This is an optimization exercise on Yosys and OpenROAD, whose aim is small area, not a production implementation.
Function was checked by simulation only, so behaviour that the tests miss may differ from the original.
No activity file was given, so power comes from the tool's default toggle rates.

[design.v]
`timescale 1ns / 1ps
    module uart_rx #(
    parameter CLK_FREQ = 100_000_000,
    parameter BAUD_RATE = 115200
)(
    input wire clk,
    input wire rst_n,
    input wire rx,             
    output reg [7:0] rx_data,  
    output reg rx_done         
);
    localparam BAUD_DIV = CLK_FREQ / BAUD_RATE;
    reg [15:0] baud_cnt;
    reg [3:0] bit_idx;
    reg [9:0] rx_shift;
    reg rx_busy;
    reg rx_d1, rx_d2;
    always @(posedge clk) begin
        rx_d1 <= rx;
        rx_d2 <= rx_d1;
    end
    always @(posedge clk or negedge rst_n) begin
        if (!rst_n) begin
            baud_cnt <= 0;
            bit_idx <= 0;
            rx_busy <= 0;
            rx_done <= 0;
            rx_data <= 8'b0;
        end else begin
            rx_done <= 0;
            if (!rx_busy) begin
                if (rx_d2 == 0) begin  
                    rx_busy <= 1;
                    baud_cnt <= BAUD_DIV / 2; 
                    bit_idx <= 0;
                end
            end else begin
                if (baud_cnt == BAUD_DIV - 1) begin
                    baud_cnt <= 0;
                    bit_idx <= bit_idx + 1;
                    case (bit_idx)
                        0: ; 
                        1,2,3,4,5,6,7,8: rx_shift[bit_idx-1] <= rx_d2;
                        9: begin
                            rx_busy <= 0;
                            rx_data <= rx_shift[7:0];
                            rx_done <= 1;
                        end
                    endcase
                end else begin
                    baud_cnt <= baud_cnt + 1;
                end
            end
        end
    end
endmodule
`timescale 1ns / 1ps
module uart_tx #(
    parameter CLK_FREQ = 100000000,
    parameter BAUD_RATE = 115200
)(
    input wire clk,
    input wire rst_n,
    input wire tx_start,         
    input wire [7:0] tx_data,    
    output reg tx,               
    output reg tx_busy           
);
    localparam BAUD_DIV = CLK_FREQ / BAUD_RATE;
    reg [15:0] baud_cnt;
    reg [3:0] bit_idx;
    reg [9:0] tx_shift;
    always @(posedge clk or negedge rst_n) begin
        if(!rst_n) begin
            baud_cnt <= 0;
            bit_idx <= 0;
            tx_shift <= 10'b1111111111;
            tx <= 1'b1;
            tx_busy <= 1'b0;
        end else begin
            if(tx_start && !tx_busy) begin
                tx_shift <= {1'b1, tx_data, 1'b0};
                tx_busy <= 1'b1;
                baud_cnt <= 0;
                bit_idx <= 0;
            end else if(tx_busy) begin
                if(baud_cnt < BAUD_DIV - 1) begin
                    baud_cnt <= baud_cnt + 1;
                end else begin
                    baud_cnt <= 0;
                    tx <= tx_shift[0];
                    tx_shift <= {1'b1, tx_shift[9:1]};  
                    bit_idx <= bit_idx + 1;
                    if(bit_idx == 9) begin
                        tx_busy <= 1'b0;
                    end
                end
            end
        end
    end
endmodule
`timescale 1ns / 1ps
module config_manager (
    input wire clk,
    input wire rst_n,
    input wire [1:0] dip_sw,            
    output reg [2:0] max_per_type,     
    output reg config_changed         
);
reg [1:0] prev_dip_sw;
always @(posedge clk or negedge rst_n) begin
    if (!rst_n) begin
        prev_dip_sw <= 2'b00;
        config_changed <= 1'b0;
    end else begin
        prev_dip_sw <= dip_sw;
        if (prev_dip_sw != dip_sw) begin
            config_changed <= 1'b1;
        end else begin
            config_changed <= 1'b0;
        end
    end
end
always @(*) begin
    case(dip_sw)
        2'b00: max_per_type = 3'd2;   
        2'b01: max_per_type = 3'd3;   
        2'b10: max_per_type = 3'd4;   
        2'b11: max_per_type = 3'd5;   
        default: max_per_type = 3'd2;  
    endcase
end
endmodule
`timescale 1ns/1ps
module storage #(
    parameter MAX_MATRICES = 12,
    parameter MAX_PER_TYPE = 2
)(
    input wire clk,
    input wire rst_n,
    input wire [2:0] max_per_type,
    input wire wr_en,
    input wire [2:0] wr_rows,
    input wire [2:0] wr_cols,
    input wire [99:0] wr_data,
    output reg wr_done,
    output reg [3:0] wr_matrix_id,
    input wire query_en,
    input wire [3:0] query_id,
    output reg [2:0] q_rows,
    output reg [2:0] q_cols,
    output reg [99:0] q_data,
    output reg q_valid,
    output reg [3:0] total_matrices,
    output wire [124:0] matrix_info_flat
);
reg [99:0] matrix_data [0:MAX_MATRICES-1];
reg [2:0] matrix_rows [0:MAX_MATRICES-1];
reg [2:0] matrix_cols [0:MAX_MATRICES-1];
reg matrix_valid [0:MAX_MATRICES-1];
reg [4:0] matrix_spec [0:MAX_MATRICES-1];
reg [31:0] matrix_time [0:MAX_MATRICES-1];  
reg [4:0] spec_count [0:24];   
reg [31:0] global_time_counter;
localparam WR_IDLE = 1'b0;
localparam WR_DO   = 1'b1;
reg wr_state;
reg [4:0] current_spec;
reg [3:0] write_pos;
function [4:0] calc_spec_index;
    input [2:0] rows;
    input [2:0] cols;
    begin
        if (rows >= 1 && rows <= 5 && cols >= 1 && cols <= 5)
            calc_spec_index = (rows - 1) * 5 + (cols - 1);   
        else
            calc_spec_index = 5'd31;  
    end
endfunction
function [3:0] find_write_position;
    input [4:0] spec_idx;
    input [2:0] max_pt;
    integer i;
    reg [3:0] result_pos;
    reg found_empty;
    reg [31:0] oldest_time;
    begin
        if (spec_count[spec_idx] >= max_pt && spec_idx != 5'd31) begin
            oldest_time = 32'hFFFFFFFF;
            result_pos = 0;
            for (i = 0; i < MAX_MATRICES; i = i + 1) begin
                if (matrix_valid[i] && matrix_spec[i] == spec_idx) begin
                    if (matrix_time[i] < oldest_time) begin
                        oldest_time = matrix_time[i];
                        result_pos = i;
                    end
                end
            end
            find_write_position = result_pos;
        end 
        else begin
            found_empty = 1'b0;
            for (i = 0; i < MAX_MATRICES; i = i + 1) begin
                if (!found_empty && !matrix_valid[i]) begin 
                    result_pos = i;
                    found_empty = 1'b1; 
                end
            end
            if (found_empty) begin
                find_write_position = result_pos;
            end else begin
                oldest_time = 32'hFFFFFFFF;
                result_pos = 0;
                for (i = 0; i < MAX_MATRICES; i = i + 1) begin
                    if (matrix_valid[i] && matrix_time[i] < oldest_time) begin
                        oldest_time = matrix_time[i];
                        result_pos = i;
                    end
                end
                find_write_position = result_pos;
            end
        end
    end
endfunction
genvar gi;
generate
    for (gi = 0; gi < 25; gi = gi + 1) begin : spec_flat_gen
        assign matrix_info_flat[gi*5 +: 5] = spec_count[gi];
    end
endgenerate
integer j, k;  
reg was_valid;
reg [4:0] old_spec;
always @(posedge clk or negedge rst_n) begin
    if (!rst_n) begin
        wr_state <= WR_IDLE;
        wr_done <= 0;
        wr_matrix_id <= 0;
        total_matrices <= 0;
        q_valid <= 0;
        global_time_counter <= 0;
        for (j = 0; j < 25; j = j + 1) begin
            spec_count[j] <= 0;
        end
        for (k = 0; k < MAX_MATRICES; k = k + 1) begin
            matrix_valid[k] <= 0;
            matrix_rows[k] <= 0;
            matrix_cols[k] <= 0;
            matrix_data[k] <= 0;
            matrix_spec[k] <= 0;
            matrix_time[k] <= 0;
        end
        q_rows <= 0;
        q_cols <= 0;
        q_data <= 0;
    end else begin
        wr_done <= 0;
        q_valid <= 0;
        global_time_counter <= global_time_counter + 1;
        case (wr_state)
            WR_IDLE: begin
                if (wr_en) begin
                    current_spec <= calc_spec_index(wr_rows, wr_cols);
                    write_pos <= find_write_position(
                        calc_spec_index(wr_rows, wr_cols), 
                        max_per_type
                    );
                    wr_state <= WR_DO;
                end
            end
            WR_DO: begin
                wr_done <= 1'b1;
                was_valid = matrix_valid[write_pos];
                old_spec = matrix_spec[write_pos];
                matrix_valid[write_pos] <= 1'b1;
                matrix_rows[write_pos] <= wr_rows;
                matrix_cols[write_pos] <= wr_cols;
                matrix_data[write_pos] <= wr_data;
                matrix_spec[write_pos] <= current_spec;
                matrix_time[write_pos] <= global_time_counter;
                if (!was_valid) begin
                    total_matrices <= total_matrices + 1;
                    spec_count[current_spec] <= spec_count[current_spec] + 1;
                end else if (old_spec != current_spec) begin
                    spec_count[old_spec] <= spec_count[old_spec] - 1;
                    spec_count[current_spec] <= spec_count[current_spec] + 1;
                end
                wr_matrix_id <= write_pos;
                wr_state <= WR_IDLE;
            end
        endcase
        if (query_en) begin
            if (query_id < MAX_MATRICES) begin
                if (matrix_valid[query_id]) begin
                    q_rows <= matrix_rows[query_id];
                    q_cols <= matrix_cols[query_id];
                    q_data <= matrix_data[query_id];
                    q_valid <= 1'b1;
                end
            end
        end
    end
end
endmodule
`timescale 1ns / 1ps
module matrix_in #(
    parameter CLK_FREQ = 100_000_000,
    parameter BAUD_RATE = 115200,
    parameter SEND_END_MS = 50  
) (
    input wire clk,
    input wire rst_n,
    input wire en,
    input wire rx_done,
    input wire [7:0] rx_data,   
    output reg [2:0] matrix_rows,
    output reg [2:0] matrix_cols,
    output [99:0] matrix_data_flat,  
    output reg [4:0] data_index,    
    output reg input_rows_done,
    output reg input_cols_done,
    output reg input_data_done,
    output reg dimension_error,      
    output reg element_error,        
    output need_restart,
    output reg error_latched
);
integer i;
integer total;   
integer provided;   
localparam SEND_END_CYCLES = (CLK_FREQ/1000) * SEND_END_MS;
reg [7:0] matrix_raw [0:26];    
reg [3:0] matrix_data [0:26];   
reg [5:0] recv_count;           
reg [31:0] rx_quiet_cnt;       
reg element_err_tmp;           
always @(posedge clk or negedge rst_n) begin
    if (!rst_n) begin
        for (i = 0; i < 27; i = i + 1) begin
            matrix_raw[i] <= 8'd0;
            matrix_data[i] <= 4'd0;
        end
        recv_count <= 6'd0;
        rx_quiet_cnt <= 32'd0;
        error_latched <= 1'b0;
        dimension_error <= 1'b0;
        element_error <= 1'b0;
        input_rows_done <= 1'b0;
        input_cols_done <= 1'b0;
        input_data_done <= 1'b0;
        matrix_rows <= 3'd0;
        matrix_cols <= 3'd0;
        data_index <= 5'd0;
    end else begin
        input_data_done <= 1'b0;
        if (en && rx_done) begin
            if (recv_count < 6'd27) begin
                matrix_raw[recv_count] <= rx_data;   
                matrix_data[recv_count] <= rx_data[3:0];   
                recv_count <= recv_count + 1'b1;
            end
            rx_quiet_cnt <= 32'd0;  
        end else begin
            if (en && recv_count != 6'd0) begin
                if (rx_quiet_cnt < 32'hFFFFFFFF) rx_quiet_cnt <= rx_quiet_cnt + 1'b1;
            end else begin
                rx_quiet_cnt <= 32'd0;
            end
        end
        if (en && recv_count != 6'd0 && rx_quiet_cnt >= SEND_END_CYCLES) begin
            input_rows_done <= 1'b0;
            input_cols_done <= 1'b0;
            input_data_done <= 1'b0;
            dimension_error <= 1'b0;
            element_error <= 1'b0;
            error_latched <= 1'b0;
            if (recv_count >= 2) begin
                matrix_rows <= matrix_raw[0][2:0];   
                matrix_cols <= matrix_raw[1][2:0];
                input_rows_done <= 1'b1;
                input_cols_done <= 1'b1;
                if (matrix_raw[0] < 8'd1 || matrix_raw[0] > 8'd5 ||
                    matrix_raw[1] < 8'd1 || matrix_raw[1] > 8'd5) begin
                    dimension_error <= 1'b1;
                    error_latched <= 1'b1;
                end else begin
                    total = matrix_raw[0] * matrix_raw[1];
                    provided = recv_count - 2;  
                    element_err_tmp = 1'b0;
                    for (i = 0; i < 25; i = i + 1) begin   
                        if (i < provided) begin
                            if (matrix_raw[i+2] >= 8'd10) begin
                                element_err_tmp = 1'b1;
                            end
                        end
                    end
                    if (element_err_tmp) begin
                        element_error <= 1'b1;
                        error_latched <= 1'b1;
                    end else begin
                        data_index <= total[4:0];
                        input_data_done <= 1'b1;
                        for (i = 0; i < 25; i = i + 1) begin
                            matrix_data[i] <= (i < total && i < provided) ? matrix_data[i+2] : 4'd0;
                        end
                    end
                end
            end
            recv_count <= 6'd0;
            rx_quiet_cnt <= 32'd0;
        end
    end
end
genvar gi;
generate
    for (gi = 0; gi < 25; gi = gi + 1) begin : FLATTEN
        assign matrix_data_flat[(gi*4)+3 : (gi*4)] = matrix_data[gi];
    end
endgenerate
assign need_restart = 1'b0;  
endmodule
`timescale 1ns / 1ps
module gen #(
    parameter CLK_FREQ = 100_000_000,
    parameter BAUD_RATE = 115200,
    parameter SEND_END_MS = 50,
    parameter SUPPORT_MODE = 1,
    parameter MAX_MATRICES = 12,
    parameter MAX_ELEMENTS = 25,
    parameter RAND_SEED = 32'h87654321
) (
    input wire clk,
    input wire rst_n,
    input wire en,
    input wire rx_done,
    input wire [7:0] rx_data,
    output reg wr_en,
    output reg [2:0] wr_rows,
    output reg [2:0] wr_cols,
    output reg [99:0] wr_data,
    output reg [3:0] wr_matrix_id,
    output reg wr_done,
    output reg param_valid,
    output reg input_complete,
    output reg gen_done,
    output reg [3:0] gen_count,
    output reg error,
    output reg [2:0] error_code,
    output reg error_latched
);
localparam [2:0]
    STATE_IDLE        = 3'b000,
    STATE_RECV_PARAMS = 3'b001,
    STATE_CHECK_PARAMS= 3'b010,
    STATE_GEN_MATRIX  = 3'b011,
    STATE_WRITE_MATRIX= 3'b100,
    STATE_GEN_DONE    = 3'b101,
    STATE_ERROR       = 3'b110;
localparam [2:0]
    ERR_NONE       = 3'b000,
    ERR_DIMENSION  = 3'b001,
    ERR_COUNT      = 3'b010,
    ERR_MODE       = 3'b011,
    ERR_PARAM_CNT  = 3'b100;
reg [2:0] state;
reg [5:0] recv_count;
reg [3:0] expected_k;
reg [31:0] random_seed;
reg [7:0] param_raw [0:3];
reg [2:0] m_reg, n_reg;
reg [3:0] k_reg;
reg [1:0] mode_reg;
reg [4:0] total_elements;
localparam SEND_END_CYCLES = (CLK_FREQ/1000) * SEND_END_MS;
reg [31:0] rx_quiet_cnt;
reg [5:0] recv_index;
reg [3:0] matrix_counter;
reg [4:0] element_counter;
reg [3:0] current_matrix_id;
reg [99:0] current_matrix_data;
reg [4:0] elements_per_matrix;
reg [31:0] lfsr_reg;
wire [31:0] lfsr_next;
assign lfsr_next = {lfsr_reg[30:0], lfsr_reg[31] ^ lfsr_reg[21] ^ lfsr_reg[1] ^ lfsr_reg[0]};
wire [2:0] expected_params = (SUPPORT_MODE == 1) ? 3'd4 : 3'd3;
wire [2:0] row_idx;
wire [2:0] col_idx;
wire [3:0] lfsr_low;
wire [3:0] random_mod10;
assign row_idx = element_counter / n_reg;
assign col_idx = element_counter % n_reg;
assign lfsr_low = lfsr_reg[3:0];
assign random_mod10 = (lfsr_low >= 4'd10) ? (lfsr_low - 4'd10) : lfsr_low;
reg [3:0] elem_value;
always @* begin
    case (mode_reg)
        2'b00: begin 
            elem_value = random_mod10;
        end
        2'b01: begin 
            elem_value = element_counter % 4'd10;
        end
        2'b10: begin 
            elem_value = (row_idx + col_idx) % 4'd10;
        end
        2'b11: begin 
            elem_value = (row_idx == col_idx) ? 4'd1 : 4'd0;
        end
        default: begin
            elem_value = random_mod10;
        end
    endcase
end
integer i;
integer bit_offset;
reg chk_err;
always @(posedge clk or negedge rst_n) begin
    if (!rst_n) begin
        state <= STATE_IDLE;
        recv_index <= 6'd0;
        rx_quiet_cnt <= 32'd0;
        param_valid <= 1'b0;
        input_complete <= 1'b0;
        gen_done <= 1'b0;
        error <= 1'b0;
        error_code <= ERR_NONE;
        error_latched <= 1'b0;
        matrix_counter <= 4'd0;
        element_counter <= 5'd0;
        wr_en <= 1'b0;
        wr_done <= 1'b0;
        wr_rows <= 3'd0;
        wr_cols <= 3'd0;
        wr_data <= 100'd0;
        wr_matrix_id <= 4'd0;
        m_reg <= 3'd0;
        n_reg <= 3'd0;
        k_reg <= 4'd0;
        mode_reg <= 2'd0;
        total_elements <= 5'd0;
        elements_per_matrix <= 5'd0;
        expected_k <= 4'd0;
        current_matrix_id <= 4'd0;
        current_matrix_data <= 100'd0;
        random_seed <= RAND_SEED;
        lfsr_reg <= RAND_SEED;
        for (i = 0; i < 4; i = i + 1) begin
            param_raw[i] <= 8'd0;
        end
    end else begin
        wr_en <= 1'b0;
        wr_done <= 1'b0;
        case (state)
            STATE_IDLE: begin
                if (en) begin
                    state <= STATE_RECV_PARAMS;
                    recv_index <= 6'd0;
                    rx_quiet_cnt <= 32'd0;
                    param_valid <= 1'b0;
                    input_complete <= 1'b0;
                    gen_done <= 1'b0;
                    error <= 1'b0;
                    error_code <= ERR_NONE;
                    error_latched <= 1'b0;
                    matrix_counter <= 4'd0;
                    expected_k <= 4'd0;
                    recv_count <= 6'd0;
                    for (i = 0; i < 4; i = i + 1) begin
                        param_raw[i] <= 8'd0;
                    end
                    lfsr_reg <= random_seed;
                end
            end
            STATE_RECV_PARAMS: begin
                if (rx_done && recv_index < 4) begin
                    param_raw[recv_index] <= rx_data;
                    recv_index <= recv_index + 1'b1;
                    recv_count <= recv_index + 1'b1;
                    rx_quiet_cnt <= 32'd0;
                end else if (recv_index > 0) begin
                    if (rx_quiet_cnt < SEND_END_CYCLES) begin
                        rx_quiet_cnt <= rx_quiet_cnt + 1'b1;
                    end
                end
                if ((recv_index >= 3 && rx_quiet_cnt >= SEND_END_CYCLES) || 
                    (recv_index >= 4)) begin
                    state <= STATE_CHECK_PARAMS;
                    input_complete <= 1'b1;
                end
                if (!en) begin
                    state <= STATE_IDLE;
                end
            end
            STATE_CHECK_PARAMS: begin
                chk_err = 1'b0;
                error <= 1'b0;
                error_latched <= 1'b0;
                error_code <= ERR_NONE;
                if (recv_index < 3) begin
                    chk_err = 1'b1;
                    error_code <= ERR_PARAM_CNT;
                end else begin
                    m_reg <= param_raw[0][2:0];
                    if (param_raw[0] < 8'd1 || param_raw[0] > 8'd5) begin
                        chk_err = 1'b1;
                        error_code <= ERR_DIMENSION;
                    end
                    n_reg <= param_raw[1][2:0];
                    if (param_raw[1] < 8'd1 || param_raw[1] > 8'd5) begin
                        chk_err = 1'b1;
                        error_code <= ERR_DIMENSION;
                    end
                    k_reg <= param_raw[2][3:0];
                    if (param_raw[2] < 8'd1 || param_raw[2] > MAX_MATRICES) begin
                        chk_err = 1'b1;
                        error_code <= ERR_COUNT;
                    end
                    if (SUPPORT_MODE == 1) begin
                        if (recv_index >= 4) begin
                            mode_reg <= param_raw[3][1:0];
                        end else begin
                            mode_reg <= 2'b00;
                        end
                    end else begin
                        mode_reg <= 2'b00;
                    end
                end
                if (!chk_err) begin
                    param_valid <= 1'b1;
                    expected_k <= param_raw[2][3:0];
                    elements_per_matrix <= param_raw[0][2:0] * param_raw[1][2:0];
                    total_elements <= param_raw[0][2:0] * param_raw[1][2:0];
                    matrix_counter <= 4'd0;
                    current_matrix_id <= 4'd0;
                    element_counter <= 5'd0;
                    current_matrix_data <= 100'd0;
                    state <= STATE_GEN_MATRIX;
                end else begin
                    error <= 1'b1;
                    error_latched <= 1'b1;
                    state <= STATE_ERROR;
                end
            end
            STATE_GEN_MATRIX: begin
                if (matrix_counter < k_reg) begin
                    if (element_counter < elements_per_matrix) begin
                        bit_offset = element_counter * 4;
                        case (bit_offset)
                            0:   current_matrix_data[3:0]   <= elem_value;
                            4:   current_matrix_data[7:4]   <= elem_value;
                            8:   current_matrix_data[11:8]  <= elem_value;
                            12:  current_matrix_data[15:12] <= elem_value;
                            16:  current_matrix_data[19:16] <= elem_value;
                            20:  current_matrix_data[23:20] <= elem_value;
                            24:  current_matrix_data[27:24] <= elem_value;
                            28:  current_matrix_data[31:28] <= elem_value;
                            32:  current_matrix_data[35:32] <= elem_value;
                            36:  current_matrix_data[39:36] <= elem_value;
                            40:  current_matrix_data[43:40] <= elem_value;
                            44:  current_matrix_data[47:44] <= elem_value;
                            48:  current_matrix_data[51:48] <= elem_value;
                            52:  current_matrix_data[55:52] <= elem_value;
                            56:  current_matrix_data[59:56] <= elem_value;
                            60:  current_matrix_data[63:60] <= elem_value;
                            64:  current_matrix_data[67:64] <= elem_value;
                            68:  current_matrix_data[71:68] <= elem_value;
                            72:  current_matrix_data[75:72] <= elem_value;
                            76:  current_matrix_data[79:76] <= elem_value;
                            80:  current_matrix_data[83:80] <= elem_value;
                            84:  current_matrix_data[87:84] <= elem_value;
                            88:  current_matrix_data[91:88] <= elem_value;
                            92:  current_matrix_data[95:92] <= elem_value;
                            96:  current_matrix_data[99:96] <= elem_value;
                            default: current_matrix_data[3:0] <= elem_value;
                        endcase
                        lfsr_reg <= lfsr_next;
                        random_seed <= lfsr_next;
                        element_counter <= element_counter + 1'b1;
                    end else begin
                        element_counter <= 5'd0;
                        state <= STATE_WRITE_MATRIX;
                    end
                end else begin
                    state <= STATE_GEN_DONE;
                end
            end
            STATE_WRITE_MATRIX: begin
                wr_rows <= m_reg;
                wr_cols <= n_reg;
                wr_data <= current_matrix_data;
                wr_matrix_id <= current_matrix_id;
                wr_en <= 1'b1;
                wr_done <= 1'b1;
                matrix_counter <= matrix_counter + 1'b1;
                gen_count <= matrix_counter + 1'b1;
                current_matrix_id <= current_matrix_id + 1'b1;
                current_matrix_data <= 100'd0;
                if (matrix_counter + 1 >= k_reg) begin
                    state <= STATE_GEN_DONE;
                end else begin
                    state <= STATE_GEN_MATRIX;
                end
            end
            STATE_GEN_DONE: begin
                gen_done <= 1'b1;
                if (!en) begin
                    state <= STATE_IDLE;
                end
            end
            STATE_ERROR: begin
                if (!en) begin
                    state <= STATE_IDLE;
                end
            end
        endcase
    end
end
endmodule
`timescale 1ns/1ps
module matrix_display #(
    parameter CLK_FREQ = 100_000_000,       
    parameter BAUD_RATE = 115200,          
    parameter MAX_MATRICES = 12            
)(
    input wire clk,
    input wire rst_n,
    input wire display_en,                  
    output reg query_en,                    
    output reg [3:0] query_id,               
    input wire [2:0] q_rows,                
    input wire [2:0] q_cols,                
    input wire [99:0] q_data,               
    input wire q_valid,                     
    input wire [3:0] total_matrices,        
    input wire [124:0] matrix_info_flat,    
    output reg uart_tx_start,                
    output reg [7:0] uart_tx_data,           
    input wire uart_tx_busy,                 
    output reg display_done,                
    output reg [3:0] disp_state             
);
localparam ST_IDLE      = 4'b0000;  
localparam ST_START     = 4'b0001;  
localparam ST_QUERY     = 4'b0010;  
localparam ST_WAIT_DATA = 4'b0011;  
localparam ST_SEND_HDR  = 4'b0100;  
localparam ST_SEND_DATA = 4'b0101;  
localparam ST_NEXT      = 4'b0110;  
localparam ST_SEND_STAT = 4'b0111;  
localparam ST_DONE      = 4'b1000;  
reg [3:0] state, next_state;
reg [3:0] matrix_id;                
reg [2:0] row_idx;                 
reg [2:0] col_idx;                 
reg [99:0] data_buffer;            
reg [2:0] rows_buffer;             
reg [2:0] cols_buffer;             
reg [4:0] byte_counter;            
reg [2:0] char_counter;            
reg [7:0] tx_buffer;               
reg data_ready;
reg sep_phase;                      
wire tx_ready = !uart_tx_busy && !uart_tx_start;
wire [4:0] stat_last = (total_matrices >= 10) ? 5'd17 : 5'd16;                    
localparam ASCII_SPACE  = 8'h20;   
localparam ASCII_CR     = 8'h0D;   
localparam ASCII_LF     = 8'h0A;   
localparam ASCII_COLON  = 8'h3A;   
localparam ASCII_LBRACK = 8'h5B;    
localparam ASCII_RBRACK = 8'h5D;    
localparam ASCII_DASH   = 8'h2D;    
function [7:0] hex_to_ascii;
    input [3:0] hex;
    begin
        if (hex <= 4'h9)
            hex_to_ascii = 8'h30 + hex;   
        else
            hex_to_ascii = 8'h41 + (hex - 4'hA);   
    end
endfunction
always @(posedge clk or negedge rst_n) begin
    if (!rst_n) begin
        state <= ST_IDLE;
        disp_state <= ST_IDLE;
    end else begin
        state <= next_state;
        disp_state <= state;
    end
end
always @(*) begin
    next_state = state;
    case (state)
        ST_IDLE: begin
            if (display_en) begin
                next_state = ST_START;
            end
        end
        ST_START: begin
            next_state = ST_QUERY;
        end
        ST_QUERY: begin
            next_state = ST_WAIT_DATA;
        end
        ST_WAIT_DATA: begin
            if (data_ready) begin
                next_state = ST_SEND_HDR;
            end else if (matrix_id >= total_matrices) begin
                next_state = ST_SEND_STAT;
            end else if (!display_en) begin
                next_state = ST_IDLE;
            end
        end
        ST_SEND_HDR: begin
            if (byte_counter == 5'd19 && tx_ready) begin
                next_state = ST_SEND_DATA;
            end
        end
        ST_SEND_DATA: begin
            if (row_idx >= rows_buffer && tx_ready) begin
                next_state = ST_NEXT;
            end
        end
        ST_NEXT: begin
            if (matrix_id < total_matrices) begin
                next_state = ST_QUERY;
            end else begin
                next_state = ST_SEND_STAT;
            end
        end
        ST_SEND_STAT: begin
            if (byte_counter == stat_last && tx_ready) begin
                next_state = ST_DONE;
            end
        end
        ST_DONE: begin
            if (!display_en) begin
                next_state = ST_IDLE;
            end
        end
        default: next_state = ST_IDLE;
    endcase
end
always @(posedge clk or negedge rst_n) begin
    if (!rst_n) begin
        query_en <= 1'b0;
        query_id <= 4'b0;
        matrix_id <= 4'b0;
        uart_tx_start <= 1'b0;
        uart_tx_data <= 8'b0;
        display_done <= 1'b0;
        byte_counter <= 5'b0;
        char_counter <= 3'b0;
        row_idx <= 3'b0;
        col_idx <= 3'b0;
        data_buffer <= 100'b0;
        rows_buffer <= 3'b0;
        cols_buffer <= 3'b0;
        data_ready <= 1'b0;
        sep_phase <= 1'b0;
    end else begin
        query_en <= 1'b0;
        uart_tx_start <= 1'b0;
        case (state)
            ST_IDLE: begin
                matrix_id <= 4'b0;
                display_done <= 1'b0;
                data_ready <= 1'b0;
            end
            ST_START: begin
                matrix_id <= 4'b0;
                data_ready <= 1'b0;
            end
            ST_QUERY: begin
                if (matrix_id < total_matrices) begin
                    query_en <= 1'b1;
                    query_id <= matrix_id;
                    data_ready <= 1'b0;
                end
            end
            ST_WAIT_DATA: begin
                if (q_valid) begin
                    data_buffer <= q_data;
                    rows_buffer <= q_rows;
                    cols_buffer <= q_cols;
                    data_ready <= 1'b1;
                end
            end
            ST_SEND_HDR: begin
                if (tx_ready) begin
                    uart_tx_start <= 1'b1;
                    case (byte_counter)
                        5'd0:  uart_tx_data <= ASCII_CR;
                        5'd1:  uart_tx_data <= ASCII_LF;
                        5'd2:  uart_tx_data <= 8'h4D;   
                        5'd3:  uart_tx_data <= 8'h61;   
                        5'd4:  uart_tx_data <= 8'h74;   
                        5'd5:  uart_tx_data <= 8'h72;   
                        5'd6:  uart_tx_data <= 8'h69;   
                        5'd7:  uart_tx_data <= 8'h78;   
                        5'd8:  uart_tx_data <= ASCII_SPACE;
                        5'd9:  uart_tx_data <= 8'h23;   
                        5'd10: uart_tx_data <= hex_to_ascii(matrix_id[3:0]);
                        5'd11: uart_tx_data <= ASCII_COLON;
                        5'd12: uart_tx_data <= ASCII_SPACE;
                        5'd13: uart_tx_data <= ASCII_LBRACK;
                        5'd14: uart_tx_data <= hex_to_ascii({1'b0, rows_buffer});
                        5'd15: uart_tx_data <= 8'h78;   
                        5'd16: uart_tx_data <= hex_to_ascii({1'b0, cols_buffer});
                        5'd17: uart_tx_data <= ASCII_RBRACK;
                        5'd18: uart_tx_data <= ASCII_COLON;
                        5'd19: uart_tx_data <= ASCII_SPACE;
                        default: ; 
                    endcase
                    if (byte_counter < 5'd19) begin
                        byte_counter <= byte_counter + 1;
                    end else begin
                        byte_counter <= 5'd0;
                        row_idx <= 3'b0;
                        col_idx <= 3'b0;
                        sep_phase <= 1'b0;
                    end
                end
            end
            ST_SEND_DATA: begin
                if (tx_ready) begin
                    if (row_idx < rows_buffer) begin
                        uart_tx_start <= 1'b1;
                        if (!sep_phase) begin
                            uart_tx_data <= hex_to_ascii(
                                data_buffer[(row_idx * cols_buffer + col_idx) * 4 +: 4]
                            );
                            sep_phase <= 1'b1;
                        end else begin
                            sep_phase <= 1'b0;
                            if (col_idx + 1 < cols_buffer) begin
                                uart_tx_data <= ASCII_SPACE;
                                col_idx <= col_idx + 1;
                            end else begin
                                uart_tx_data <= ASCII_CR;
                                col_idx <= 3'b0;
                                row_idx <= row_idx + 1;
                            end
                        end
                    end
                end
            end
            ST_NEXT: begin
                sep_phase <= 1'b0;
                matrix_id <= matrix_id + 1;
                data_ready <= 1'b0;
                byte_counter <= 5'b0;
            end
            ST_SEND_STAT: begin
                if (tx_ready) begin
                    uart_tx_start <= 1'b1;
                    case (byte_counter)
                        5'd0:  uart_tx_data <= ASCII_CR;
                        5'd1:  uart_tx_data <= ASCII_LF;
                        5'd2:  uart_tx_data <= ASCII_DASH;
                        5'd3:  uart_tx_data <= ASCII_DASH;
                        5'd4:  uart_tx_data <= ASCII_DASH;
                        5'd5:  uart_tx_data <= ASCII_CR;
                        5'd6:  uart_tx_data <= ASCII_LF;
                        5'd7:  uart_tx_data <= 8'h54;   
                        5'd8:  uart_tx_data <= 8'h6F;   
                        5'd9:  uart_tx_data <= 8'h74;   
                        5'd10: uart_tx_data <= 8'h61;   
                        5'd11: uart_tx_data <= 8'h6C;   
                        5'd12: uart_tx_data <= ASCII_COLON;
                        5'd13: uart_tx_data <= ASCII_SPACE;
                        5'd14: begin
                            if (total_matrices < 10) begin
                                uart_tx_data <= 8'h30 + total_matrices;
                            end else begin
                                uart_tx_data <= 8'h30 + (total_matrices / 10);
                            end
                        end
                        5'd15: begin
                            if (total_matrices >= 10) begin
                                uart_tx_data <= 8'h30 + (total_matrices % 10);
                            end else begin
                                uart_tx_data <= ASCII_CR;
                            end
                        end
                        5'd16: begin
                            if (total_matrices >= 10) begin
                                uart_tx_data <= ASCII_CR;
                            end else begin
                                uart_tx_data <= ASCII_LF;
                            end
                        end
                        5'd17: begin
                            if (total_matrices >= 10) begin
                                uart_tx_data <= ASCII_LF;
                            end else begin
                                uart_tx_start <= 1'b0;
                            end
                        end
                        default: ; 
                    endcase
                    if (byte_counter < stat_last) begin
                        byte_counter <= byte_counter + 1;
                    end else begin
                        byte_counter <= 5'd0;
                    end
                end
            end
            ST_DONE: begin
                display_done <= 1'b1;
            end
        endcase
    end
end
endmodule
`timescale 1ns / 1ps
module top #(
    parameter CNT_MAX = 21'd63,   
    parameter CNT_WIDTH = 21            
) (
    input  wire clk,                     
    input  wire rst_n,      
    input  wire [7:0] key,              
    input  wire uart_rx,                 
    output wire uart_tx,                 
    output reg [4:0] state,             
    input  uart_tx_rst_n,                
    input  uart_rx_rst_n,                
    input  send_one,                    
    input  send_two,                     
    input  wire [1:0] mode,             
    output reg input_error,              
    output uart_tx_work,
    output uart_rx_work,
    output work
);
assign work = rst_n;
assign uart_rx_work = uart_rx_rst_n;
assign uart_tx_work = uart_tx_rst_n;
localparam IDLE       = 5'b00001;
localparam MATRIX_IN  = 5'b00010;
localparam MATRIX_GEN = 5'b00100;
localparam MATRIX_DIS = 5'b01000;
localparam MATRIX_OP  = 5'b10000;
wire [7:0] rx_data;
wire rx_done;
uart_rx #(
    .CLK_FREQ(100_000_000),
    .BAUD_RATE(6_250_000)
) uart_rx_inst (
    .clk(clk),
    .rst_n(uart_rx_rst_n),
    .rx(uart_rx),
    .rx_data(rx_data),
    .rx_done(rx_done)
);
reg send_one_d1, send_one_d2;
always @(posedge clk or negedge uart_tx_rst_n) begin
    if (!uart_tx_rst_n) begin
        send_one_d1 <= 1'b0;
        send_one_d2 <= 1'b0;
    end else begin 
        send_one_d1 <= send_one;
        send_one_d2 <= send_one_d1;
    end
end
wire send_flag = ~send_one_d1 & send_one_d2;
reg [CNT_WIDTH-1:0] cnt_20ms;
reg key_flag;
reg key_sync1, key_sync2;      
always @(posedge clk or negedge uart_tx_rst_n) begin
    if (!uart_tx_rst_n) begin
        key_sync1 <= 1'b0;  
        key_sync2 <= 1'b0;
    end else begin
        key_sync1 <= send_two;
        key_sync2 <= key_sync1;  
    end
end
always @(posedge clk or negedge uart_tx_rst_n) begin
    if (!uart_tx_rst_n) begin
        cnt_20ms <= {CNT_WIDTH{1'b0}};  
    end else if (key_sync2 == 1'b0) begin  
        cnt_20ms <= {CNT_WIDTH{1'b0}};
    end else if (cnt_20ms < CNT_MAX) begin  
        cnt_20ms <= cnt_20ms + 1'b1;
    end else begin
        cnt_20ms <= cnt_20ms;  
    end
end
always @(posedge clk or negedge uart_tx_rst_n) begin
    if (!uart_tx_rst_n) begin
        key_flag <= 1'b0;
    end else if (cnt_20ms == CNT_MAX - 1'b1) begin  
        key_flag <= 1'b1;
    end else begin
        key_flag <= 1'b0;
    end
end
wire [2:0] max_per_type;
wire config_changed;
config_manager config_manager_inst (
    .clk(clk),
    .rst_n(rst_n),
    .dip_sw(key[1:0]),            
    .max_per_type(max_per_type),
    .config_changed(config_changed)
);
wire storage_rst_n = rst_n && !config_changed;
wire storage_wr_done;
wire [3:0] storage_wr_matrix_id;
wire [2:0] storage_q_rows;
wire [2:0] storage_q_cols;
wire [99:0] storage_q_data;
wire storage_q_valid;
wire [3:0] storage_total_matrices;
wire [124:0] storage_matrix_info_flat; 
wire [2:0] matrix_rows;
wire [2:0] matrix_cols;
wire [99:0] matrix_data_flat;
wire [4:0] data_index;
wire input_rows_done;
wire input_cols_done;
wire input_data_done;
wire need_restart;
wire error_latched;
wire dimension_error;
wire element_error;
wire en_matrix_in = (state == MATRIX_IN);
wire gen_wr_en;
wire [2:0] gen_wr_rows;
wire [2:0] gen_wr_cols;
wire [99:0] gen_wr_data;
wire [3:0] gen_wr_matrix_id;
wire gen_wr_done;
wire gen_param_valid;
wire gen_input_complete;
wire gen_done;
wire [3:0] gen_count;
wire gen_error;
wire [2:0] gen_error_code;
wire gen_error_latched;
wire matrix_in_wr_en = (state == MATRIX_IN) && input_data_done && !error_latched;
wire display_done;
wire [4:0] disp_state;
wire display_query_en;
wire [3:0] display_query_id;
wire display_tx_start;
wire [7:0] display_tx_data;
wire en_display = (state == MATRIX_DIS);
reg [1:0] matrix_in_wr_cnt;
reg [2:0] matrix_in_rows_latched;
reg [2:0] matrix_in_cols_latched;
reg [99:0] matrix_in_data_latched;
reg [1:0] gen_wr_cnt;
reg [2:0] gen_rows_latched;
reg [2:0] gen_cols_latched;
reg [99:0] gen_data_latched;
reg [1:0] wr_done_cnt;
reg [1:0] q_valid_cnt;
reg [2:0] q_rows_latched;
reg [2:0] q_cols_latched;
reg [99:0] q_data_latched;
wire matrix_in_wr_en_wide = (matrix_in_wr_cnt > 0);
wire gen_wr_en_wide = (gen_wr_cnt > 0);
wire storage_wr_done_wide = (wr_done_cnt > 0);
wire storage_q_valid_wide = (q_valid_cnt > 0);
wire storage_wr_en = matrix_in_wr_en_wide || gen_wr_en_wide;
wire [2:0] storage_wr_rows = matrix_in_wr_en_wide ? matrix_in_rows_latched : gen_rows_latched;
wire [2:0] storage_wr_cols = matrix_in_wr_en_wide ? matrix_in_cols_latched : gen_cols_latched;
wire [99:0] storage_wr_data = matrix_in_wr_en_wide ? matrix_in_data_latched : gen_data_latched;
wire en_gen = (state == MATRIX_GEN);
gen #(
    .CLK_FREQ(100_000),
    .BAUD_RATE(6_250_000),
    .SEND_END_MS(3),
    .SUPPORT_MODE(1),           
    .MAX_MATRICES(12),
    .MAX_ELEMENTS(25),
    .RAND_SEED(32'h87654321)
) gen_inst (
    .clk(clk),
    .rst_n(rst_n),
    .en(en_gen),                 
    .rx_done(rx_done),
    .rx_data(rx_data),
    .wr_en(gen_wr_en),
    .wr_rows(gen_wr_rows),
    .wr_cols(gen_wr_cols),
    .wr_data(gen_wr_data),
    .wr_matrix_id(gen_wr_matrix_id),
    .wr_done(gen_wr_done),
    .param_valid(gen_param_valid),
    .input_complete(gen_input_complete),
    .gen_done(gen_done),
    .gen_count(gen_count),
    .error(gen_error),
    .error_code(gen_error_code),
    .error_latched(gen_error_latched)
);
wire storage_query_en = display_query_en;
wire [3:0] storage_query_id = display_query_id;
storage #(
    .MAX_MATRICES(12)
) storage_inst (
    .clk(clk),
    .rst_n(storage_rst_n),
    .max_per_type(max_per_type),
    .wr_en(storage_wr_en),
    .wr_rows(storage_wr_rows),
    .wr_cols(storage_wr_cols),
    .wr_data(storage_wr_data),
    .wr_done(storage_wr_done),
    .wr_matrix_id(storage_wr_matrix_id),
    .query_en(storage_query_en),
    .query_id(storage_query_id),
    .q_rows(storage_q_rows),
    .q_cols(storage_q_cols),
    .q_data(storage_q_data),
    .q_valid(storage_q_valid),
    .total_matrices(storage_total_matrices),
    .matrix_info_flat(storage_matrix_info_flat)
);
matrix_in #(
    .CLK_FREQ(100_000),
    .BAUD_RATE(6_250_000),
    .SEND_END_MS(3)
) matrix_in_inst (
    .clk(clk),
    .rst_n(rst_n),
    .en(en_matrix_in),
    .rx_done(rx_done),
    .rx_data(rx_data),
    .matrix_rows(matrix_rows),
    .matrix_cols(matrix_cols),
    .matrix_data_flat(matrix_data_flat),
    .data_index(data_index),
    .input_rows_done(input_rows_done),
    .input_cols_done(input_cols_done),
    .input_data_done(input_data_done),
    .dimension_error(dimension_error),
    .element_error(element_error),
    .need_restart(need_restart),
    .error_latched(error_latched)
);
wire tx_busy;
matrix_display #(
    .CLK_FREQ(100_000_000),
    .BAUD_RATE(6_250_000),
    .MAX_MATRICES(12)  
) display_inst (
    .clk(clk),
    .rst_n(rst_n),
    .display_en(en_display),
    .query_en(display_query_en),
    .query_id(display_query_id),
    .q_rows(q_rows_latched),
    .q_cols(q_cols_latched),
    .q_data(q_data_latched),
    .q_valid(storage_q_valid_wide),
    .total_matrices(storage_total_matrices),
    .matrix_info_flat(storage_matrix_info_flat),
    .uart_tx_start(display_tx_start),
    .uart_tx_data(display_tx_data),
    .uart_tx_busy(tx_busy),
    .display_done(display_done),
    .disp_state(disp_state[3:0])   
);
wire uart_tx_start_sel = (state == MATRIX_DIS) ? display_tx_start : send_flag;
wire [7:0] uart_tx_data_sel = (state == MATRIX_DIS) ? display_tx_data : key;
uart_tx #(
    .CLK_FREQ(100_000_000),
    .BAUD_RATE(6_250_000)
) uart_tx_inst (
    .clk(clk),
    .rst_n(uart_tx_rst_n),
    .tx_start(uart_tx_start_sel),
    .tx_data(uart_tx_data_sel),
    .tx(uart_tx),
    .tx_busy(tx_busy)
);
always @(posedge clk or negedge rst_n) begin
    if (!rst_n) begin
        matrix_in_wr_cnt <= 2'b00;
        matrix_in_rows_latched <= 3'b0;
        matrix_in_cols_latched <= 3'b0;
        matrix_in_data_latched <= 100'b0;
    end else begin
        if (matrix_in_wr_en) begin
            matrix_in_rows_latched <= matrix_rows;
            matrix_in_cols_latched <= matrix_cols;
            matrix_in_data_latched <= matrix_data_flat;
            matrix_in_wr_cnt <= 2'b10;   
        end else if (matrix_in_wr_cnt > 0) begin
            matrix_in_wr_cnt <= matrix_in_wr_cnt - 1'b1;
        end
    end
end
always @(posedge clk or negedge rst_n) begin
    if (!rst_n) begin
        gen_wr_cnt <= 2'b00;
        gen_rows_latched <= 3'b0;
        gen_cols_latched <= 3'b0;
        gen_data_latched <= 100'b0;
    end else begin
        if (gen_wr_done) begin
            gen_rows_latched <= gen_wr_rows;
            gen_cols_latched <= gen_wr_cols;
            gen_data_latched <= gen_wr_data;
            gen_wr_cnt <= 2'b10;   
        end else if (gen_wr_cnt > 0) begin
            gen_wr_cnt <= gen_wr_cnt - 1'b1;
        end
    end
end
always @(posedge clk or negedge rst_n) begin
    if (!rst_n) begin
        wr_done_cnt <= 2'b00;
    end else begin
        if (storage_wr_done) begin
            wr_done_cnt <= 2'b10;   
        end else if (wr_done_cnt > 0) begin
            wr_done_cnt <= wr_done_cnt - 1'b1;
        end
    end
end
always @(posedge clk or negedge rst_n) begin
    if (!rst_n) begin
        q_valid_cnt <= 2'b00;
        q_rows_latched <= 3'b0;
        q_cols_latched <= 3'b0;
        q_data_latched <= 100'b0;
    end else begin
        if (storage_q_valid) begin
            q_rows_latched <= storage_q_rows;
            q_cols_latched <= storage_q_cols;
            q_data_latched <= storage_q_data;
            q_valid_cnt <= 2'b10;   
        end else if (q_valid_cnt > 0) begin
            q_valid_cnt <= q_valid_cnt - 1'b1;
        end
    end
end
reg [CNT_WIDTH-1:0] err_cnt;
always @(posedge clk or negedge rst_n) begin
    if (!rst_n) begin
        input_error <= 1'b0;
        err_cnt <= {CNT_WIDTH{1'b0}};
    end else begin
        if (error_latched || gen_error_latched) begin
            err_cnt <= {CNT_WIDTH{1'b0}};
            input_error <= 1'b1;
        end else begin
            if (err_cnt < CNT_MAX) begin
                err_cnt <= err_cnt + 1'b1;
            end else begin
                input_error <= 1'b0;
            end
        end
    end
end
reg [4:0] next_state;
always @(posedge clk or negedge rst_n) begin
    if (!rst_n) begin
        state <= IDLE;
    end else begin
        state <= next_state;
    end
end
always @(*) begin
    next_state = state;
    case (state)
        IDLE: begin
            if (key_flag) begin
                case (mode)
                    2'b00: next_state = MATRIX_IN;
                    2'b01: next_state = MATRIX_GEN;
                    2'b10: next_state = MATRIX_DIS;
                    2'b11: next_state = MATRIX_OP;
                    default: next_state = IDLE;
                endcase
            end
        end
        MATRIX_IN: begin
            if (matrix_in_wr_en) begin
                next_state = IDLE;
            end
            else if (key_flag && (mode != 2'b00)) begin
                next_state = IDLE;
            end
        end
        MATRIX_GEN: begin
            if (gen_done) begin
                next_state = IDLE;
            end
            else if (key_flag && (mode != 2'b01)) begin
                next_state = IDLE;
            end
        end
        MATRIX_DIS: begin
            if (display_done) begin
                next_state = IDLE;
            end
            else if (key_flag && (mode != 2'b10)) begin
                next_state = IDLE;
            end
        end
        MATRIX_OP: begin
            if (key_flag && (mode != 2'b11)) begin
                next_state = IDLE;
            end
        end
        default: next_state = IDLE;
    endcase
end
endmodule
[run.sh]
#!/bin/bash
# synth_recipe.tcl (not shown) runs the flow's synth.tcl, then flattens the netlist and writes it again
# the make line also repeats each setting of config.mk as NAME=value (left out here)
make -C /OpenROAD-flow-scripts/flow DESIGN_CONFIG=/design/flow/config.mk WORK_HOME=/design/flow/orfs CLKGATE_MAP_FILE= SYNTH_SCRIPT=/design/flow/synth_recipe.tcl finish
[config.mk]
export PLATFORM = sky130hd
export DESIGN_NAME = top
export DESIGN_NICKNAME = top
export VERILOG_FILES = /design/flow/design.v
export SDC_FILE = /design/flow/constraint.sdc
export NUM_CORES = 4
export LEC_CHECK = 0
export CAP_MARGIN = 20
export CORE_MARGIN = 2
export CORE_UTILIZATION = 40
export SLEW_MARGIN = 20
[constraint.sdc]
create_clock -name core_clock -period 44.0 [get_ports {clk}]
set_input_delay 8.8000 -clock core_clock [delete_from_list [all_inputs] [get_ports {clk}]]
set_output_delay 8.8000 -clock core_clock [all_outputs]
set_load 0.01 [all_outputs]
==> run summary <==
per-stage QoR:
stage	hold WS, ps	cells	setup slack [ps]	cell area [um^2]
after CTS	337	22800	1980	189000
after global placement	320	22200	1510	177000
after floorplan	310	17300	-6040	170000
after detailed placement	323	22200	2050	177000
final	330	22900	3270	189000
after global routing	350	22900	151	189000
power by group through the flow:
stage / logic [mW] / clock network (mW) / registers [mW]
2_1_floorplan: 0.0460 / 0 / 3.11
3_3_place_gp: 0.0971 / 0 / 3.11
3_5_place_dp: 0.0978 / 0 / 3.11
4_1_cts: 0.0980 / 3.22 / 3.06
5_1_grt: 0.110 / 3.34 / 3.06
6_report: 0.0922 / 3.16 / 3.06
path summary, 6_finish.rpt:
path                                                               from                                      endpoint  slack [ps]  cells past startpoint
hold reg to reg                              uart_rx_inst.rx_d1$_DFF_P_                    uart_rx_inst.rx_d2$_DFF_P_         330                      0
hold / removal                               uart_rx_inst.rx_d1$_DFF_P_                    uart_rx_inst.rx_d2$_DFF_P_         330                      0
setup reg to reg                        matrix_in_wr_cnt[0]$_DFFE_PN0P_           storage_inst.write_pos[2]$_DFFE_PP_        3270                    190
setup / recovery                        matrix_in_wr_cnt[0]$_DFFE_PN0P_           storage_inst.write_pos[2]$_DFFE_PP_        3270                    190
min in group asynchronous  config_manager_inst.config_changed$_DFF_PN0_   storage_inst.matrix_time[1][26]$_DFFE_PN0P_         430                      1
max in group asynchronous                                         rst_n  storage_inst.matrix_data[10][17]$_DFFE_PN0P_       30700                      8
logic make-up (layout without fill, tap and decap cells):
logic type | Yosys count | count (layout) | synth area share [%]
AND/OR/NAND/NOR | 4897 | 4897 | 12.6
AO/OA/AOI/OAI | 4446 | 4446 | 15.4
flip-flops | 3304 | 3304 | 48.6
buffers and inverters | 1836 | 1692 | 4.08
multiplexers | 1749 | 1749 | 11.5
adder cells (fa/ha/maj) | 902 | 902 | 6.82
XOR/XNOR | 176 | 176 | 0.915
other | 1 | 38 | 0.00220
timing repair:
| action | CTS | global route |
|---|---|---|
| setup endpoints to repair | 0 | 4 |
| hold buffers | 0 | 0 |
| buffers inserted | 0 | 0 |
| gates resized for setup | 0 | 6 |
synth_stat cells, drive strengths merged (19+ instances only):
cell | instances | share of area (%)
dfrtp | 3248 | 48
nand2 | 1835 | 4.0
nor2 | 1726 | 3.8
a21oi | 1688 | 5.0
mux2 | 1350 | 9.0
o21ai | 1332 | 3.9
clkbuf | 997 | 2.2
ha | 848 | 6.2
inv | 684 | 1.5
a22oi | 589 | 2.6
mux2i | 370 | 2.2
nand4 | 312 | 1.1
nor3 | 169 | 0.50
nor2b | 159 | 0.58
buf | 150 | 0.36
nand3 | 147 | 0.43
a21o | 132 | 0.59
nand2b | 127 | 0.47
o22ai | 125 | 0.46
xnor2 | 120 | 0.62
and2 | 116 | 0.43
a31oi | 89 | 0.34
nor4 | 86 | 0.32
a22o | 75 | 0.39
o31ai | 74 | 0.33
and3 | 69 | 0.25
xor2 | 56 | 0.30
fa | 45 | 0.53
a211oi | 39 | 0.17
dfstp | 37 | 0.57
o211ai | 35 | 0.17
or2 | 30 | 0.11
a221o | 29 | 0.17
a221oi | 29 | 0.15
mux4 | 29 | 0.38
o21a | 28 | 0.12
or3 | 24 | 0.088
a2111oi | 22 | 0.12
nor3b | 22 | 0.097
and4 | 19 | 0.098
per-layer routing:
metal / vias to the layer above / wire (um) / part of all wire [%]
met5: - / 30 / 0.0054
met4: 4 / 18300 / 3.3
met3: 926 / 35500 / 6.4
met2: 4223 / 246000 / 44
met1: 65600 / 253000 / 46
li1: 60200 / - / -
layout make-up:
class                           instances  share of cell area, %
Antenna cell                           15                 0.0198
Clock buffer                          534                   5.65
Clock inverter                        114                  0.837
Inverter                              689                   1.37
Multi-Input combinational cell      12200                   43.0
Sequential cell                      3304                   43.8
Tap cell                             5663                   3.74
Timing Repair Buffer                  355                   1.63
==> flow_summary.rst <==
.. list-table::
   :header-rows: 1

   * - Metric
     - Value
   * - Number of endpoints failing setup at the final stage
     - 0
   * - Filler Cell Count
     - 40400
   * - Portion of total power attributed to the clock network
     - 50.1%
   * - Post-route DRC violation count
     - 0
   * - Pin count of the biggest net entering global routing
     - 214
   * - Global-route track usage on met3
     - 3.26%
   * - WS Path Type
     - reg -> reg
   * - Most frequent standard cell in the layout excluding fill and tap cells
     - dfrtp_1
   * - Clock root buffer
     - clkbuf_16
   * - Crit-path max FO
     - 69
   * - Final period demand of the worst path
     - 40730 ps
   * - Area growth, synth to finish
     - 11.2%
   * - Worst path arrival time
     - 41450 ps
   * - Main synth FF type
     - dfrtp_1
   * - Portion of the clock cycle consumed by the worst path in the final layout
     - 92.6%
   * - Worst EP required
     - 44710 ps
   * - 1st-iter DRT viols
     - 12700
   * - Leakage power summed over all cells
     - 92.3 nW
   * - Buffers and inverters on the worst path
     - 19
   * - DR pass1 iterations
     - 8
   * - Relative slew slack
     - 16.3%
   * - Clock sink count
     - 3304
   * - Synthesized area per cell
     - 9.83 um^2
   * - EDFF count, synth
     - 17
   * - Number of different library cells in the post-synthesis netlist
     - 115
   * - Post-Synthesis Cell Area
     - 170000 um^2
   * - Buffers on Ports
     - 26
   * - Final Hold Viols
     - 0
   * - Clock tree buffer depth
     - 4
   * - Antenna viol nets, final
     - 0
   * - Worst Skew
     - 86.2 ps
   * - Die Footprint
     - 431000 um^2
   * - CP delay by family, top
     - compound AO/OA/AOI/OAI gates
   * - GRT Resource Usage Total
     - 25.1%
   * - Final total power
     - 6.31 mW
   * - Share of cells above drive strength 1
     - 14.5%
   * - Number of antenna violations at the first check in global routing
     - 15
   * - Max-capacitance violation count
     - 0
   * - Core Area
     - 424000 um^2
   * - Final Max Tran Viols
     - 0
   * - Number of nets at the end of the flow
     - 17800
   * - Register ranked first by flip-flop count
     - storage_inst.matrix_data
   * - Layer with the highest usage after global routing
     - met2
   * - Maximum cell stage delay along the critical path
     - 680 ps
   * - Critical path startpoint category
     - flip-flop
   * - Global Route met2 Usage
     - 38.9%
   * - TritonCTS clock tree
     - done
   * - P_sw
     - 1.41 mW
   * - Total clock buffers created by CTS
     - 366
   * - IO Count
     - 27
   * - Clock latency of the later-clocked register in the worst-skew pair
     - 980 ps
   * - Area used by multi-input combinational logic
     - 81300 um^2
   * - Sequential fraction of the synthesis area
     - 48.6%
   * - Max Clk Rate
     - 0.0245 GHz
   * - Net switching fraction of the power
     - 22.3%
   * - Sum of net half-perimeters after detailed placement
     - 364 mm
   * - Global-route congestion overflow total
     - 0
   * - Largest registers
     - storage_inst.matrix_data: 1200 flops, storage_inst.matrix_time: 384 flops, matrix_in_inst.matrix_raw: 193 flops
   * - Count of vias placed by the detailed router
     - 131000
   * - Transition time at the pin with the least slew margin
     - 1250 ps
   * - Clock H-tree levels
     - 5
   * - Combinational power share
     - 1.5%
   * - Commonest cells after routing, fill and taps aside
     - 3242 x dfrtp_1, 1831 x nand2_1, 1707 x nor2_1
   * - Flip-flop and latch count after synthesis
     - 3304
   * - Global placer's final weighted congestion
     - 0.989
   * - Global-route met1 utilization
     - 36.6%
   * - Chip Width
     - 656 um
   * - Number of global-route vias before repair
     - 128000
   * - Largest vdd supply drop
     - 0.0306 mV
   * - Warning count from the yosys run
     - 22
   * - Std cell rows
     - 239
   * - Flip-flop count of the largest register after layout
     - 1200
   * - Final cell utilization of the core
     - 44.7%
   * - Critical path capture point type
     - flip-flop
   * - Relative contribution of sequential cells to total power
     - 48.4%
   * - Die boundary height
     - 656 um
   * - Wire length of the first global-routing pass
     - 837 mm
   * - Async set-reset flop share out of synthesis
     - 99.4%
   * - Aggregate negative setup slack
     - 0 ps
   * - Number of instances in the synthesized netlist
     - 17300
   * - Avg WL per Cell
     - 24.2 um
   * - Dominant cell type by count on the critical path
     - a21oi_1
   * - Sequential cell area
     - 82800 um^2
   * - Total Routed Length
     - 553 mm
   * - Average via count per standard cell
     - 5.73
   * - Starting Density
     - 40.2%
   * - Cell area power density
     - 33.4 nW/um^2
   * - HP Class
     - reg -> reg
   * - Status
     - finished clean
   * - Internal Dissipation
     - 4.91 mW
   * - Clock slew at reported path FFs
     - 60 ps
   * - Critical Path Slowest Stage Cell
     - mux2i_4
   * - Unrepaired setup endpoints after global routing
     - no

[static timing again, ports no longer ideal]
Ports are ideal in the flow. The routed layout listed here was re-timed in OpenROAD. Step 1, drivers: a clkbuf_16 drives clk and a buf_2 each remaining input, both assumed. Step 2, shift: input delay + t, output delay - t, t = (earliest + latest rising clock arrival at the registers) / 2. This alone moves slack from input paths to output paths. a / b / c = ideal ports / drivers / drivers and shift; a / b = the first two.
t, ns: 1.043
setup slack, ns: 3.266 / 3.266 / 3.266
clock arrival spread, ns: 0.103 / 0.103
worst data-port slew with drivers (ns): 0.08
pins driven straight from the clock port: 1
After both steps setup and hold are still met in this run. The setup slack of this run moves by 0.000 ns with the drivers and by 0.000 ns with both steps.
